This is an optimization exercise on Yosys and OpenROAD, whose aim is small area and a short achievable clock period, not a production implementation. The RTL was checked by simulation tests, not by an equivalence proof against the original design. The flow treats the clock pin as an ideal source. Dropping or thinning the clock tree relies on that and would not hold on a real chip. Power figures rest on the tool's default switching activity, not on a simulated workload.

## job 9091
==> flow/design.v (excerpt) <==
module mult_unsigned (
	input clk, rst,
	input [15:0] A,
	input [23:0] B,
	output [39:0] result
);
reg [23:0] rb;
reg [7:0] r_one, r_two, r_neg;
reg r_a15;
reg [115:0] r2;
reg [18:0] r3lo;
reg [39:18] r3x, r3y;
reg [39:0] r4, r5;
reg [3:0] v;
wire [16:0] ax = {A, 1'b0};
wire [7:0] e_one, e_two, e_neg;
genvar gi;
generate for (gi = 0; gi < 8; gi = gi + 1) begin : enc
	assign e_one[gi] = ax[2*gi+1] ^ ax[2*gi];
	assign e_two[gi] = (ax[2*gi+2] & ~ax[2*gi+1] & ~ax[2*gi]) | (~ax[2*gi+2] & ax[2*gi+1] & ax[2*gi]);
	assign e_neg[gi] = ax[2*gi+2];
end endgenerate
wire pp1;
wire pp2;
wire pp3;
wire pp4;
wire pp5;
wire pp6;
wire pp7;
wire pp8;
wire pp9;
wire pp10;
wire pp11;
wire pp12;
wire pp13;
wire pp14;
wire pp15;
wire pp16;
wire pp17;
wire pp18;
wire pp19;
wire pp20;
wire pp21;
wire pp22;
wire pp23;
wire pp24;
wire pp25;
wire ns26;
wire pp27;
wire pp28;
wire pp29;
wire pp30;
wire pp31;
wire pp32;
wire pp33;
wire pp34;
  ...
Size in the first run: about 1500 cells after synthesis, about 310 flip-flops, ~82 I/O pins, ~17000 sq um of cells after synthesis.
Settings: LEC_CHECK=0, CAP_MARGIN=20, CORE_MARGIN=2, CORE_UTILIZATION=40, PLACE_DENSITY=0.8, SETUP_SLACK_MARGIN=5, SLEW_MARGIN=20, SYNTH_HIERARCHICAL=1, SYNTH_MINIMUM_KEEP_SIZE=0; clock period 8.0 ns.
standard.sh (not shown) runs the stock make flow with config.mk's settings and CLKGATE_MAP_FILE= SYNTH_SCRIPT=/design/flow/synth_recipe.tcl, a recipe that flattens the netlist after the stock synthesis.
==> flow/flow/run.sh <==
#!/bin/bash
# Layout flow: the standard synthesis unchanged, then the standard ORFS
# steps with plain buffers on the ports and the setup-repair target below.
set -euo pipefail
bash standard.sh synth > synth.log 2>&1
sed -e 's/SETUP_SLACK_MARGIN=[-0-9.]*/SETUP_SLACK_MARGIN=5.5/' standard.sh > layout.sh
export BUFFER_PORTS_ARGS="-buffer_cell sky130_fd_sc_hd__buf_1"
export PRE_CTS_TCL=$(pwd)/flow/manual_cts.tcl MCTS_LEAVES=16 MCTS_ROOTS=4
bash layout.sh finish > layout.log 2>&1
Other scripts of this flow, unchanged in this note and not shown: flow/flow/manual_cts.tcl
#### Input delta (job 4710 over job 9091)
- a deleted PLACE_DENSITY that had been 0.8
diff --git a/flow/flow/run.sh b/flow/flow/run.sh
--- a/flow/flow/run.sh
+++ b/flow/flow/run.sh
@@ -5,3 +5,3 @@
 bash standard.sh synth > synth.log 2>&1
-sed -e 's/SETUP_SLACK_MARGIN=[-0-9.]*/SETUP_SLACK_MARGIN=5.5/' standard.sh > layout.sh
+sed -e 's/SETUP_SLACK_MARGIN=[-0-9.]*/SETUP_SLACK_MARGIN=5.3/' standard.sh > layout.sh
 export BUFFER_PORTS_ARGS="-buffer_cell sky130_fd_sc_hd__buf_1"
==> comparison <==
Job 4710 finished end to end and its layout was clean on timing, DRC and antenna. Per-cell routed wire length was higher in the run labelled job 9091. Compared with job 9091, fill cell instance count of the final layout in job 4710 increased by a few percent. | routed length on met3 | job 4710 vs job 9091 | ≈ equal |. Part of the cycle the worst path needs: job 4710 > job 9091. Comparing job 9091 and job 4710, the lower total power density per cell area was measured on job 4710. Lower clock power share was reported by job 9091, not job 4710.
The inputs of job 9717 differ from those of job 4710 as listed below.
diff --git a/flow/flow/run.sh b/flow/flow/run.sh
--- a/flow/flow/run.sh
+++ b/flow/flow/run.sh
@@ -5,3 +5,3 @@
 bash standard.sh synth > synth.log 2>&1
-sed -e 's/SETUP_SLACK_MARGIN=[-0-9.]*/SETUP_SLACK_MARGIN=5.3/' standard.sh > layout.sh
+sed -e 's/SETUP_SLACK_MARGIN=[-0-9.]*/SETUP_SLACK_MARGIN=5.6/' standard.sh > layout.sh
 export BUFFER_PORTS_ARGS="-buffer_cell sky130_fd_sc_hd__buf_1"
- Side by side, half-perimeter wire length after placement turned out lower in job 9717 than in job 4710.
- Power density over the cells (job 9717 vs. job 4710) increases slightly
- Compared job 4710 against job 9717; global-route wire length before repair within noise.
- Relative to job 4710, length of routed met2 wiring has increased by 810 um in job 9717.
- Against job 4710, job 9717 comes in 38 higher on net count of the finished layout.
Input changes introduced in job 6270 (baseline for comparison: job 9717):
diff --git a/flow/flow/run.sh b/flow/flow/run.sh
--- a/flow/flow/run.sh
+++ b/flow/flow/run.sh
@@ -5,3 +5,3 @@
 bash standard.sh synth > synth.log 2>&1
-sed -e 's/SETUP_SLACK_MARGIN=[-0-9.]*/SETUP_SLACK_MARGIN=5.6/' standard.sh > layout.sh
+sed -e 's/SETUP_SLACK_MARGIN=[-0-9.]*/SETUP_SLACK_MARGIN=5.5/' standard.sh > layout.sh
 export BUFFER_PORTS_ARGS="-buffer_cell sky130_fd_sc_hd__buf_1"
==> comparison <==
Higher growth of design area from synthesis to finish was reported by job 9717, not job 6270.
As of job 6270, net switching power figure had fallen by a few percent compared to job 9717.
Of the two values seen for end point of the critical path, r3lo[17] was produced by job 6270 and r2[73] by job 9717.
Where hold slack is concerned, job 9717 is outperformed by job 6270.
[compare] base=job 9717 new=job 6270: number of flip-flops and latches saw little to no change; met2 track demand over resource in global routing decreased 1.1 points; routed wire length moved down; fraction of area in multi-input gates now sits higher; critical path depth now sits higher.
Job 6270 vs job 9717: ratio of final minimum period to clock period down in job 6270
Input-level comparison between job 7262 and job 6270:
- putting TNS_END_PERCENT at 20 where nothing was set
[summary]
Job 6270 reports its critical path endpoint as r3lo[17] while job 7262 reports r2[49]. Total power: job 6270 and job 7262 compared, higher one is job 6270. Between job 6270 and job 7262, the total global routing track utilization does not differ in any meaningful way. A critical-path cell with the highest stage delay of ha_1 is what job 6270 shows, while dfxtp_1 belongs to job 7262. On clock power share, job 7262 tracks job 6270 almost exactly.
No run of this note takes its clock network from TritonCTS; it comes from the design's own scripts or RTL.

========
Setup of job 1726:
mult_unsigned, a different RTL version from the one above (not shown whole).
Size: ~250 flip-flops, ~82 I/O pins, roughly 0.015 mm² of cells after synthesis.
Design mult_unsigned, start of the top module:
module mult_unsigned (
	input clk, rst,
	input [15:0] A,
	input [23:0] B,
	output [39:0] result
);
export LEC_CHECK = 0
export CAP_MARGIN = 20
export CORE_MARGIN = 2
export CORE_UTILIZATION = 40
export SETUP_SLACK_MARGIN = 5
export SLEW_MARGIN = 20
export SYNTH_HIERARCHICAL = 1
export SYNTH_MINIMUM_KEEP_SIZE = 0
create_clock -name core_clock -period 8.0 [get_ports {clk}]
==> flow/flow/run.sh <==
#!/bin/bash
# Layout flow: the standard synthesis unchanged, then the standard ORFS
# steps with plain buffers on the ports and the setup-repair target below.
set -euo pipefail
bash standard.sh synth > synth.log 2>&1
sed -e 's/SETUP_SLACK_MARGIN=[-0-9.]*/SETUP_SLACK_MARGIN=5.58/' standard.sh > layout.sh
export BUFFER_PORTS_ARGS="-buffer_cell sky130_fd_sc_hd__buf_1"
export PRE_CTS_TCL=$(pwd)/flow/manual_cts.tcl MCTS_LEAVES=14 MCTS_ROOTS=4 MCTS_CLASSES='r2:sky130_fd_sc_hd__dlygate4sd3_1+sky130_fd_sc_hd__dlygate4sd1_1 r3:sky130_fd_sc_hd__dlygate4sd3_1+sky130_fd_sc_hd__dlygate4sd3_1' REMOVE_ABC_BUFFERS=1
bash layout.sh finish > layout.log 2>&1
==> flow/flow/manual_cts.tcl <==
# Two-level clock tree built by hand, in place of the flow's clock tree
# synthesis: the clock port drives a few root buffers; each root buffer drives
# the leaf buffers of its region, and each leaf buffer drives one cluster of
# flip-flops (k-means on their positions). Every register gets the same two
# buffer stages; no register's clock is delayed on purpose.
proc mcts_kmeans {pts k} {
  # pts: list of {x y}; returns {assign cx cy counts}
  set n [llength $pts]
  set sorted [lsort -real -index 0 $pts]
  set cx {}; set cy {}
  for {set i 0} {$i < $k} {incr i} {
    set s [lindex $sorted [expr {int(($i + 0.5) * $n / $k)}]]
    lappend cx [lindex $s 0]; lappend cy [lindex $s 1]
  }
  for {set iter 0} {$iter < 40} {incr iter} {
    set sx [lrepeat $k 0.0]; set sy [lrepeat $k 0.0]; set sc [lrepeat $k 0]
    set assign {}
    foreach s $pts {
      set best 0; set bd 1e30
      for {set i 0} {$i < $k} {incr i} {
        set d [expr {abs([lindex $s 0] - [lindex $cx $i]) + abs([lindex $s 1] - [lindex $cy $i])}]
        if {$d < $bd} { set bd $d; set best $i }
      }
      lappend assign $best
      lset sx $best [expr {[lindex $sx $best] + [lindex $s 0]}]
      lset sy $best [expr {[lindex $sy $best] + [lindex $s 1]}]
      lset sc $best [expr {[lindex $sc $best] + 1}]
    }
    for {set i 0} {$i < $k} {incr i} {
      if {[lindex $sc $i] > 0} {
        lset cx $i [expr {[lindex $sx $i] / [lindex $sc $i]}]
        lset cy $i [expr {[lindex $sy $i] / [lindex $sc $i]}]
      }
    }
  }
  return [list $assign $cx $cy $sc]
}

# capacity-limited assignment of points to centres (nearest first), with the
# centres moved to their points' mean, repeated
proc mcts_balance {pts cx cy cap} {
  set n [llength $pts]
  set k [llength $cx]
  for {set iter 0} {$iter < 10} {incr iter} {
    set pairs {}
    for {set l 0} {$l < $n} {incr l} {
      set p [lindex $pts $l]
      for {set r 0} {$r < $k} {incr r} {
        lappend pairs [list [expr {abs([lindex $p 0] - [lindex $cx $r]) + abs([lindex $p 1] - [lindex $cy $r])}] $l $r]
      }
    }
    set assign [lrepeat $n -1]
    set sc [lrepeat $k 0]
    foreach pr [lsort -real -index 0 $pairs] {
      lassign $pr d l r
      if {[lindex $assign $l] >= 0 || [lindex $sc $r] >= $cap} { continue }
      lset assign $l $r
      lset sc $r [expr {[lindex $sc $r] + 1}]
    }
    set sx [lrepeat $k 0.0]; set sy [lrepeat $k 0.0]
    for {set l 0} {$l < $n} {incr l} {
      set r [lindex $assign $l]
      lset sx $r [expr {[lindex $sx $r] + [lindex $pts $l 0]}]
      lset sy $r [expr {[lindex $sy $r] + [lindex $pts $l 1]}]
    }
    for {set r 0} {$r < $k} {incr r} {
      if {[lindex $sc $r] > 0} { lset cx $r [expr {[lindex $sx $r] / [lindex $sc $r]}]; lset cy $r [expr {[lindex $sy $r] / [lindex $sc $r]}] }
    }
  }
  return [list $assign $cx $cy $sc]
}

proc mcts_build {nleaf nroot} {
  set block [ord::get_db_block]
  set db [ord::get_db]
  set clknet [[$block findBTerm clk] getNet]
  set master [$db findMaster sky130_fd_sc_hd__clkbuf_16]
  set lmaster $master
  if {[info exists ::env(MCTS_LEAF_CELL)]} { set lmaster [$db findMaster $::env(MCTS_LEAF_CELL)] }
  # register classes: "prefix:cell+cell ..." puts the named delay cells in
  # front of the leaf buffers of the registers whose names start with prefix
  set classes {{"" {}}}
  if {[info exists ::env(MCTS_CLASSES)]} {
    foreach c $::env(MCTS_CLASSES) {
      lassign [split $c :] pre chain
      lappend classes [list $pre [split $chain +]]
    }
  }
  set sinks {}
  foreach it [$clknet getITerms] {
    set inst [$it getInst]
    set name [$inst getName]
    set cls 0
    for {set c 1} {$c < [llength $classes]} {incr c} {
      if {[string match "[lindex $classes $c 0]*" $name]} { set cls $c; break }
    }
    set loc [$inst getLocation]
    set m [$inst getMaster]
    lappend sinks [list $it $cls [expr {[lindex $loc 0] + [$m getWidth] / 2}] [expr {[lindex $loc 1] + [$m getHeight] / 2}]]
  }
  set n [llength $sinks]
  set cap [expr {int(ceil(double($n) / $nleaf))}]
  # leaf clusters, class by class
  set leaves {}
  set sink_leaf {}
  for {set c 0} {$c < [llength $classes]} {incr c} {
    set pts {}; set its {}
    foreach s $sinks {
      if {[lindex $s 1] == $c} { lappend pts [lrange $s 2 3]; lappend its [lindex $s 0] }
    }
    if {[llength $pts] == 0} { continue }
    set k [expr {max(1, int(ceil(double([llength $pts]) / $cap)))}]
    lassign [mcts_kmeans $pts $k] assign cx cy sc
    lassign [mcts_balance $pts $cx $cy [expr {int(ceil(double([llength $pts]) / $k))}]] assign cx cy sc
    set base [llength $leaves]
    for {set i 0} {$i < $k} {incr i} { lappend leaves [list [lindex $cx $i] [lindex $cy $i] $c [lindex $sc $i]] }
    set j 0
    foreach it $its { lappend sink_leaf [list $it [expr {$base + [lindex $assign $j]}]]; incr j }
  }
  set nl [llength $leaves]
  set lpts {}
  foreach l $leaves { lappend lpts [lrange $l 0 1] }
  lassign [mcts_kmeans $lpts $nroot] rassign rcx rcy rsc
  lassign [mcts_balance $lpts $rcx $rcy [expr {int(ceil(double($nl) / $nroot))}]] rassign rcx rcy rsc
  set rootnets {}
  for {set r 0} {$r < $nroot} {incr r} {
    if {[lindex $rsc $r] == 0} { lappend rootnets {}; continue }
    set root [odb::dbInst_create $block $master mcts_root_$r]
    $root setLocation [expr {int([lindex $rcx $r])}] [expr {int([lindex $rcy $r])}]
    $root setPlacementStatus PLACED
    [$root findITerm A] connect $clknet
    set rnet [odb::dbNet_create $block mcts_root_net_$r]
    $rnet setSigType CLOCK
    [$root findITerm X] connect $rnet
    lappend rootnets $rnet
  }
  set leafnets {}
  for {set i 0} {$i < $nl} {incr i} {
    lassign [lindex $leaves $i] x y c cnt
    set x [expr {int($x)}]; set y [expr {int($y)}]
    set drv [lindex $rootnets [lindex $rassign $i]]
    set d 0
    foreach cell [lindex $classes $c 1] {
      set dl [odb::dbInst_create $block [$db findMaster $cell] mcts_dly_${i}_$d]
      $dl setLocation $x $y
      $dl setPlacementStatus PLACED
      [$dl findITerm A] connect $drv
      set dnet [odb::dbNet_create $block mcts_dly_net_${i}_$d]
      $dnet setSigType CLOCK
      [$dl findITerm X] connect $dnet
      set drv $dnet
      incr d
    }
    set leaf [odb::dbInst_create $block $lmaster mcts_leaf_$i]
    $leaf setLocation $x $y
    $leaf setPlacementStatus PLACED
    [$leaf findITerm A] connect $drv
    set lnet [odb::dbNet_create $block mcts_leaf_net_$i]
    $lnet setSigType CLOCK
    [$leaf findITerm X] connect $lnet
    lappend leafnets $lnet
  }
  foreach sl $sink_leaf {
    set it [lindex $sl 0]
    $it disconnect
    $it connect [lindex $leafnets [lindex $sl 1]]
  }
  puts "manual clock tree: $n sinks, $nl leaf buffers, $nroot root buffers $rsc, classes $classes"
}

set mcts_leaves 10
set mcts_roots 3
if {[info exists ::env(MCTS_LEAVES)]} { set mcts_leaves $::env(MCTS_LEAVES) }
if {[info exists ::env(MCTS_ROOTS)]} { set mcts_roots $::env(MCTS_ROOTS) }
mcts_build $mcts_leaves $mcts_roots
set_propagated_clock [all_clocks]
# the tree is built: the flow's clock_tree_synthesis call becomes a no-op
rename clock_tree_synthesis mcts_orig_clock_tree_synthesis
proc clock_tree_synthesis {args} { puts "clock_tree_synthesis skipped: manual clock tree" }
Modified inputs, job 6803 compared to job 1726
==> flow/flow/run.sh <==
#!/bin/bash
# Layout flow: the standard synthesis unchanged, then the standard ORFS
# steps with plain buffers on the ports and the setup-repair target below.
set -euo pipefail
bash standard.sh synth > synth.log 2>&1
sed -e 's/SETUP_SLACK_MARGIN=[-0-9.]*/SETUP_SLACK_MARGIN=5.5/' standard.sh > layout.sh
export BUFFER_PORTS_ARGS="-buffer_cell sky130_fd_sc_hd__buf_1"
export PRE_CTS_TCL=$(pwd)/flow/manual_cts.tcl MCTS_LEAVES=14 MCTS_ROOTS=4 MCTS_CLASSES='r2:sky130_fd_sc_hd__dlygate4sd3_1+sky130_fd_sc_hd__dlygate4sd1_1 r3:sky130_fd_sc_hd__dlygate4sd3_1+sky130_fd_sc_hd__dlygate4sd3_1 r4:sky130_fd_sc_hd__dlygate4sd3_1+sky130_fd_sc_hd__dlygate4sd3_1'
bash layout.sh finish > layout.log 2>&1
[summary]
Combinational fraction of design power was lower in job 6803 than in job 1726. Sort job 1726 and job 6803 by wire length of the first global-routing pass, ascending, and job 1726 comes first. Against job 1726 as the reference, job 6803 delivers a higher via count. Lower switching share of power goes to job 1726 over job 6803. Job 6803 ran to completion and came out clean on the timing, DRC and antenna checks. Relative to job 1726, the total power after layout measured on job 6803 has increased by a few percent. Against job 1726 as the reference, job 6803 delivers a higher met2 usage in global routing. The lower source-to-sink clock delay at the later pin of the worst-skew pair came out of job 1726. Static leakage (job 6803 over job 1726): decrease, about 1.2%. Flip-flop and latch count: job 1726 vs job 6803, no meaningful difference. Against job 1726, job 6803 reports a core utilization that is higher.
> inputs changed (job 6803 -> job 7685)
- HOLD_SLACK_MARGIN: unset -> 0.05
==> flow/flow/run.sh <==
#!/bin/bash
# Layout flow: the standard synthesis unchanged, then the standard ORFS
# steps with plain buffers on the ports and the setup-repair target below.
set -euo pipefail
bash standard.sh synth > synth.log 2>&1
sed -e 's/SETUP_SLACK_MARGIN=[-0-9.]*/SETUP_SLACK_MARGIN=5.58/' standard.sh > layout.sh
export BUFFER_PORTS_ARGS="-buffer_cell sky130_fd_sc_hd__buf_1"
export PRE_CTS_TCL=$(pwd)/flow/manual_cts.tcl MCTS_LEAVES=12 MCTS_ROOTS=4 MCTS_CLASSES='r2:sky130_fd_sc_hd__dlygate4sd3_1+sky130_fd_sc_hd__dlygate4sd1_1 r3:sky130_fd_sc_hd__dlygate4sd3_1+sky130_fd_sc_hd__dlygate4sd3_1' REMOVE_ABC_BUFFERS=1
bash layout.sh finish > layout.log 2>&1
Hold slack (higher): job 6803. Job 7685 against job 6803: final period demand of the worst path moved down; combinational power share up 1.3 points. [job 7685] data arrival time at the worst-slack endpoint fell 0.04 ns relative to job 6803. Across both runs, total power draw was lower for job 7685 than for job 6803. Summary — placement-stage worst setup slack, job 7685 relative to job 6803: lower, by 0.095 ns. Taking job 6803 as the reference, in job 7685 fraction of the core area covered by cells at the end of the flow fell by 1.6 points; global-route usage moved down.
No run of this note takes its clock network from TritonCTS; it comes from the design's own scripts or RTL.

==> port drivers added, routing unchanged <==
How much do the figures lean on ideal ports? The routed layouts below were timed once more, with nothing changed but the port constraints.
Step 1 sets driving cells, clkbuf_16 on the clock port and buf_2 on the other inputs (assumed; they add their load-dependent delay and slew).
Step 2, shift: input delay + t, output delay - t, t = (earliest + latest rising clock arrival at the registers) / 2. This alone moves slack from input paths to output paths.
Three values: no drivers, after step 1, after step 2; two values: the first two.
| run | t, ns | setup slack, ns | latest minus earliest clock arrival (ns) | worst slew at a driven data input, ns | pins driven straight from the clock port |
|---|---|---|---|---|---|
| job 9091 | 0.432 | 5.437 / 5.437 / 5.437 | 0.036 / 0.037 | 0.04 | 4 |
| job 4710 | 0.427 | 5.405 / 5.405 / 5.405 | 0.025 / 0.024 | 0.05 | 4 |
| job 9717 | 0.430 | 5.517 / 5.441 / 5.517 | 0.035 / 0.034 | 0.04 | 4 |
| job 6270 | 0.433 | 5.550 / 5.437 / 5.550 | 0.043 / 0.043 | 0.06 | 4 |
| job 7262 | 0.434 | 5.494 / 5.435 / 5.494 | 0.044 / 0.044 | 0.06 | 4 |
| job 1726 | 0.970 | 5.550 / 5.449 / 5.133 | 1.184 / 1.184 | 0.03 | 4 |
| job 6803 | 0.984 | 5.554 / 5.437 / 5.160 | 1.217 / 1.217 | 0.04 | 4 |
| job 7685 | 0.982 | 5.588 / 5.472 / 5.146 | 1.184 / 1.185 | 0.03 | 4 |
In job 1726, job 6803 and job 7685 the clock reaches the registers at very different times; t lies between them, and the last value is a rough guide only. The setup slack of job 7685, which loses most, moves by -0.116 ns with the drivers and by -0.442 ns with both steps. Setup slack includes reset recovery checks.
